Background: an optimization exercise with open tools, aiming at small area. Do not read the settings as production practice.
RTL that was checked went through simulation tests only; none was proved equivalent to the original.
Power is estimated from default activity; no workload was simulated.

## data_loader
module data_loader(
    input wire CLK,
    input wire [7:0] data,
    input wire [1:0] ctrl_logic,
    output reg [255:0] res_mat
);
    wire [7:0] data_out;
    DflopX4 data_flop(CLK, data, data_out);
    reg n4, n3;
    wire n2 = ~n4 & ~n3;
    reg [1:0] row, col;
    reg       phb;
    reg       done;
    wire cmd_data  = (ctrl_logic == 2'd0);
    wire cmd_head  = (ctrl_logic == 2'd1);
    wire cmd_clear = (ctrl_logic == 2'd2);
    wire [1:0] nm1 = n4 ? 2'd3 : (n3 ? 2'd2 : 2'd1);
    wire col_last = (col == nm1);
    wire row_last = (row == nm1);
    always @(posedge CLK) begin
        if (cmd_head) begin
            n4 <= data_out[2];
            n3 <= data_out[1] & data_out[0];
        end
    end
    always @(posedge CLK) begin
        done <= cmd_data & phb & col_last & row_last;
        if (cmd_clear) begin
            row <= 2'd0;
            col <= 2'd0;
            phb <= 1'b0;
        end else if (cmd_data) begin
  ...
clock: 10.0 ns
lec_check: 0
cap_margin: 20
core_margin: 2
core_utilization: 40
slew_margin: 20
synth_hierarchical: 1
standard.sh (not shown) runs the stock make flow with config.mk's settings and CLKGATE_MAP_FILE= SYNTH_SCRIPT=/design/flow/synth_recipe.tcl, a recipe that flattens the netlist after the stock synthesis.
==> flow/flow/run.sh <==
#!/bin/bash
# The standard layout, with two changes to how it is made:
#  - ports are buffered with buf_1 rather than the resizer's default buffer;
#  - clock tree synthesis inserts no dummy loads and builds from clkbuf_4,
#    with clusters of at most 8 sinks within 60 um.
set -euo pipefail
bash standard.sh \
  "BUFFER_PORTS_ARGS=-buffer_cell sky130_fd_sc_hd__buf_1" \
  "CTS_ARGS=-sink_clustering_enable -repair_clock_nets -dont_use_dummy_load -buf_list sky130_fd_sc_hd__clkbuf_4 -sink_clustering_size 8 -sink_clustering_max_diameter 60" \
  finish > make.log 2>&1
The starting point finished with timing, DRC and antenna clean.
Next try:
==> flow/flow/run.sh (replaced) <==
#!/bin/bash
# The standard layout, with three changes to how it is made:
#  - before floorplanning, combinational cells go to drive strength 1
#    (flow/downsize.tcl); the resizer upsizes where needed;
#  - ports are buffered with buf_1 rather than the resizer's default buffer;
#  - clock tree synthesis inserts no dummy loads and builds from clkbuf_4,
#    with clusters of at most 8 sinks within 40 um.
set -euo pipefail
bash standard.sh \
  "PRE_FLOORPLAN_TCL=$PWD/flow/downsize.tcl" \
  "BUFFER_PORTS_ARGS=-buffer_cell sky130_fd_sc_hd__buf_1" \
  "CTS_ARGS=-sink_clustering_enable -repair_clock_nets -dont_use_dummy_load -buf_list sky130_fd_sc_hd__clkbuf_4 -sink_clustering_size 8 -sink_clustering_max_diameter 40" \
  finish > make.log 2>&1
==> flow/flow/downsize.tcl (new file) <==
# Before floorplanning: give every combinational cell that synthesis mapped
# at a drive strength above 1 its drive-strength-1 version. Flip-flops and
# buffers are left alone; the resizer upsizes again wherever slew, capacitance
# or timing need it.
set db [ord::get_db]
set n 0
foreach inst [[ord::get_db_block] getInsts] {
  set name [[$inst getMaster] getName]
  if {![regexp {^(sky130_fd_sc_hd__([a-z0-9]+))_([0-9]+)$} $name -> base fn size]} { continue }
  if {$size <= 1} { continue }
  if {[string match "df*" $fn] || [string match "edf*" $fn] || [string match "*buf*" $fn] || [string match "*dly*" $fn]} { continue }
  set new [$db findMaster ${base}_1]
  if {$new == "NULL"} { continue }
  if {[$inst swapMaster $new]} { incr n }
}
puts "downsize.tcl: $n cells set to drive strength 1"
=> The changed run finished clean. Clock-buffer cell count is higher by 10. Setup slack gets worse by 0.064 ns. Total power is higher by 0.98%. Clock skew is higher by 0.018 ns. Cell area is lower by 0.63%. Die area is lower by 0.72%.
Next try:
--- a/flow/flow/run.sh
+++ b/flow/flow/run.sh
@@ -7 +7 @@
-#    with clusters of at most 8 sinks within 40 um.
+#    with clusters of at most 8 sinks within 60 um.
@@ -12 +12 @@
-  "CTS_ARGS=-sink_clustering_enable -repair_clock_nets -dont_use_dummy_load -buf_list sky130_fd_sc_hd__clkbuf_4 -sink_clustering_size 8 -sink_clustering_max_diameter 40" \
+  "CTS_ARGS=-sink_clustering_enable -repair_clock_nets -dont_use_dummy_load -buf_list sky130_fd_sc_hd__clkbuf_4 -sink_clustering_size 8 -sink_clustering_max_diameter 60" \
Settings changed: CORE_UTILIZATION 40 to 75.
What happened:
- wire length came out lower by 9.3%
- maximum frequency came out lower by 2.4%
- setup slack loses 0.22 ns
- sequential power hardly moves
- die area came out lower by 46%
- non-clock buffer count came out lower by 5
- hold slack gains 0.017 ns
- power came out lower by 1.7%
- first-iteration DRC count came out higher by 30%
- via count came out higher by 4.8%
Next try:
--- a/flow/flow/run.sh
+++ b/flow/flow/run.sh
@@ -2,3 +2 @@
-# The standard layout, with three changes to how it is made:
-#  - before floorplanning, combinational cells go to drive strength 1
-#    (flow/downsize.tcl); the resizer upsizes where needed;
+# The standard layout, with two changes to how it is made:
@@ -10 +7,0 @@
-  "PRE_FLOORPLAN_TCL=$PWD/flow/downsize.tcl" \
Settings changed: CAP_MARGIN 20 to 0, CORE_UTILIZATION 75 to 40, SLEW_MARGIN 20 to 0.
removed: flow/flow/downsize.tcl
After rerunning: Die area came out higher by 87%; via count falls by 3.7%; flip-flop and latch count is unchanged.
Next try:
--- a/flow/flow/run.sh
+++ b/flow/flow/run.sh
@@ -2 +2,3 @@
-# The standard layout, with two changes to how it is made:
+# The standard layout, with three changes to how it is made:
+#  - before floorplanning, combinational cells go to drive strength 1
+#    (flow/downsize.tcl); the resizer upsizes where needed;
@@ -7,0 +10 @@
+  "PRE_FLOORPLAN_TCL=$PWD/flow/downsize.tcl" \
==> flow/flow/downsize.tcl (new file) <==
# Before floorplanning: give every combinational cell that synthesis mapped
# at a drive strength above 1 its drive-strength-1 version. Flip-flops and
# buffers are left alone; the resizer upsizes again wherever slew, capacitance
# or timing need it.
set db [ord::get_db]
set n 0
foreach inst [[ord::get_db_block] getInsts] {
  set name [[$inst getMaster] getName]
  if {![regexp {^(sky130_fd_sc_hd__([a-z0-9]+))_([0-9]+)$} $name -> base fn size]} { continue }
  if {$size <= 1} { continue }
  if {[string match "df*" $fn] || [string match "edf*" $fn] || [string match "*buf*" $fn] || [string match "*dly*" $fn]} { continue }
  set new [$db findMaster ${base}_1]
  if {$new == "NULL"} { continue }
  if {[$inst swapMaster $new]} { incr n }
}
puts "downsize.tcl: $n cells set to drive strength 1"
Settings changed: CAP_MARGIN 0 to 20, CORE_UTILIZATION 40 to 65, SLEW_MARGIN 0 to 20.
- routed wire length is lower by 10%
- setup slack loses 0.12 ns
- worst hold slack gains 0.037 ns
- power is lower by 1.0%
- first-iteration DRC count is higher by 42%
- via count is higher by 0.93%
- clock power is about the same
- cell area is lower by about 2.4%
- clock-buffer cell count is lower by 2
- synthesized cell count is unchanged
- critical path depth is higher by 1

data_loader, a different RTL version from the one above (not shown whole).
Size: ~1800 cells after synthesis, roughly 270 I/O pins, ~30000 um^2 of cells after synthesis.
Settings: LEC_CHECK=0, CAP_MARGIN=20, CORE_MARGIN=2, CORE_UTILIZATION=60, CTS_BUF_LIST=sky130_fd_sc_hd__clkbuf_4, SLEW_MARGIN=20; clock period 10.0 ns.
run.sh (not shown) runs the stock make flow with config.mk's settings and CLKGATE_MAP_FILE= SYNTH_SCRIPT=/design/flow/synth_recipe.tcl, a recipe that flattens the netlist after the stock synthesis.
Stock flow here: none of the scripts above is used.
Change:
Settings changed: CORE_UTILIZATION 60 to 40, CTS_BUF_LIST sky130_fd_sc_hd__clkbuf_4 to not set.
Result: The changed run completed with no timing, DRC or antenna violations; via count shrinks by about 3.7%; die area grows by 49%; total power grows by about 6%; cell area grows by 1.8%; wire length grows by about 3%; maximum frequency shrinks by about 3%; non-clock buffer count shrinks by 1; hold slack is better by 0.034 ns; register-to-register slack is worse by 0.24 ns.
Change:
==> flow/flow/run.sh (new file) <==
#!/bin/bash
# The standard layout, with two changes to how it is made:
#  - ports are buffered with buf_1 rather than the resizer's default buffer;
#  - clock tree synthesis inserts no dummy loads and builds from clkbuf_4;
set -euo pipefail
bash standard.sh \
  "BUFFER_PORTS_ARGS=-buffer_cell sky130_fd_sc_hd__buf_1" \
  "CTS_ARGS=-sink_clustering_enable -repair_clock_nets -dont_use_dummy_load -buf_list sky130_fd_sc_hd__clkbuf_4" \
  finish > make.log 2>&1
==> flow/standard.sh (new file) <==
#!/bin/bash
# synth_recipe.tcl (not shown) runs the flow's synth.tcl, then flattens the netlist and writes it again
# the make line also repeats each setting of config.mk as NAME=value (left out here)
make -C /OpenROAD-flow-scripts/flow DESIGN_CONFIG=/design/flow/config.mk WORK_HOME=/design/flow/orfs CLKGATE_MAP_FILE= SYNTH_SCRIPT=/design/flow/synth_recipe.tcl "${@:-finish}"
removed: flow/run.sh
=> Combinational power hardly moves; clock skew came out higher by 0.11 ns; power went down by 13%; worst setup slack got worse by 0.025 ns; flip-flop and latch count is unchanged; maximum frequency stays flat; count of clock-buffer cells in the layout increases by 87; hold slack got worse by 0.098 ns; global-route usage is about the same; utilization is lower by 3.7 points; sequential power stays flat.
Change:
==> flow/flow/run.sh (replaced) <==
#!/bin/bash
# The standard layout, with three changes to how it is made:
#  - ports are buffered with buf_1 rather than the resizer's default buffer;
#  - clock tree synthesis inserts no dummy loads and builds from clkbuf_4;
#  - after global routing, cells off the critical paths are downsized.
set -euo pipefail
bash standard.sh \
  "BUFFER_PORTS_ARGS=-buffer_cell sky130_fd_sc_hd__buf_1" \
  "CTS_ARGS=-sink_clustering_enable -repair_clock_nets -dont_use_dummy_load -buf_list sky130_fd_sc_hd__clkbuf_4" \
  "RECOVER_POWER=100" \
  finish > make.log 2>&1
What happened: With this change the flow finished with capacitance limit, slew limit left. Total power stays flat. Routed wire length is about the same. Design area hardly moves. Register-to-register slack loses 0.16 ns. Area after synthesis stays the same. Global-route usage is unchanged. Utilization shrinks by 0.12 points. First-iteration DRC count shrinks by 7.4%.
Function was not checked in any run of this note: the RTL went through the layout flow alone.

data_loader, a different RTL version from the one above (not shown whole).
For scale: ~270 I/O pins, ~28000 sq um of cells after synthesis.
clock: 10.0 ns
lec_check: 0
cap_margin: 20
core_margin: 2
core_utilization: 40
slew_margin: 20
synth_hierarchical: 1
standard.sh (not shown) runs the stock make flow with config.mk's settings and CLKGATE_MAP_FILE= SYNTH_SCRIPT=/design/flow/synth_recipe.tcl, a recipe that flattens the netlist after the stock synthesis.
==> flow/flow/run.sh <==
#!/bin/bash
# The standard layout, with two changes to how it is made:
#  - ports are buffered with buf_1 rather than the resizer's default buffer;
#  - clock tree synthesis inserts no dummy loads and builds from clkbuf_4,
#    with clusters of at most 8 sinks within 60 um.
set -euo pipefail
bash standard.sh \
  "BUFFER_PORTS_ARGS=-buffer_cell sky130_fd_sc_hd__buf_1" \
  "CTS_ARGS=-sink_clustering_enable -repair_clock_nets -dont_use_dummy_load -buf_list sky130_fd_sc_hd__clkbuf_4 -sink_clustering_size 8 -sink_clustering_max_diameter 60" \
  finish > make.log 2>&1
==> next run, changes <==
==> flow/flow/run.sh (replaced) <==
#!/bin/bash
# The standard layout, with two changes to how it is made:
#  - ports are buffered with buf_1 rather than the resizer's default buffer;
#  - clock tree synthesis inserts no dummy loads and builds from clkbuf_4;
set -euo pipefail
bash standard.sh \
  "BUFFER_PORTS_ARGS=-buffer_cell sky130_fd_sc_hd__buf_1" \
  "CTS_ARGS=-sink_clustering_enable -repair_clock_nets -dont_use_dummy_load -buf_list sky130_fd_sc_hd__clkbuf_4" \
  finish > make.log 2>&1
=>
- The changed run finished with timing, DRC and antenna clean
- routed wire length stays flat
- global-route usage grows by 0.21 points
- count of clock-buffer cells in the layout grows by 73
- non-clock buffer count does not change
- final cell count grows by about 2%
No run of this note included a check of the RTL's function; only the layout flow was run.

-- port drivers added, routing unchanged --
No port has a modelled driver above. Below, the same layouts with a new extraction and two added sets of constraints. Step 1 (the two cells are an assumption about what drives the block):
set clk [get_ports {CLK}]
set_driving_cell -lib_cell sky130_fd_sc_hd__clkbuf_16 $clk
set_driving_cell -lib_cell sky130_fd_sc_hd__buf_2 [delete_from_list [all_inputs] $clk]
Step 2, shift: input delay + t, output delay - t, t = (earliest + latest rising clock arrival at the registers) / 2. This alone moves slack from input paths to output paths. Three values: ideal ports, drivers, drivers and shift; two values: the first two.
run	t, ns	setup slack, ns	hold WS [ns]	cell pins on the clock port's net
the first run of note 1	0.885	0.967 / 0.967 / 0.967	0.421 / 0.421 / 0.421	1
the second run of note 1	0.923	0.903 / 0.903 / 0.903	0.422 / 0.422 / 0.422	1
the third run of note 1	0.839	0.680 / 0.680 / 0.680	0.439 / 0.439 / 0.439	1
the fourth run of note 1	0.885	0.967 / 0.967 / 0.967	0.421 / 0.421 / 0.421	1
the fifth run of note 1	0.881	0.848 / 0.848 / 0.848	0.458 / 0.458 / 0.458	1
the first run of note 2	1.037	1.763 / 1.763 / 1.763	0.379 / 0.379 / 0.379	1
the second run of note 2	0.672	1.523 / 1.523 / 1.523	0.413 / 0.413 / 0.413	1
the third run of note 2	0.986	1.497 / 1.497 / 1.497	0.315 / 0.315 / 0.315	1
the fourth run of note 2	0.980	1.338 / 1.338 / 0.979	0.315 / 0.315 / 0.315	1
the first run of note 3	0.909	1.041 / 1.041 / 1.041	0.395 / 0.395 / 0.395	1
the second run of note 3	0.998	1.060 / 1.060 / 1.060	0.420 / 0.420 / 0.420	1
The setup slack of the fourth run of note 2, which loses most, moves by 0.000 ns with the drivers and by -0.359 ns with both steps.
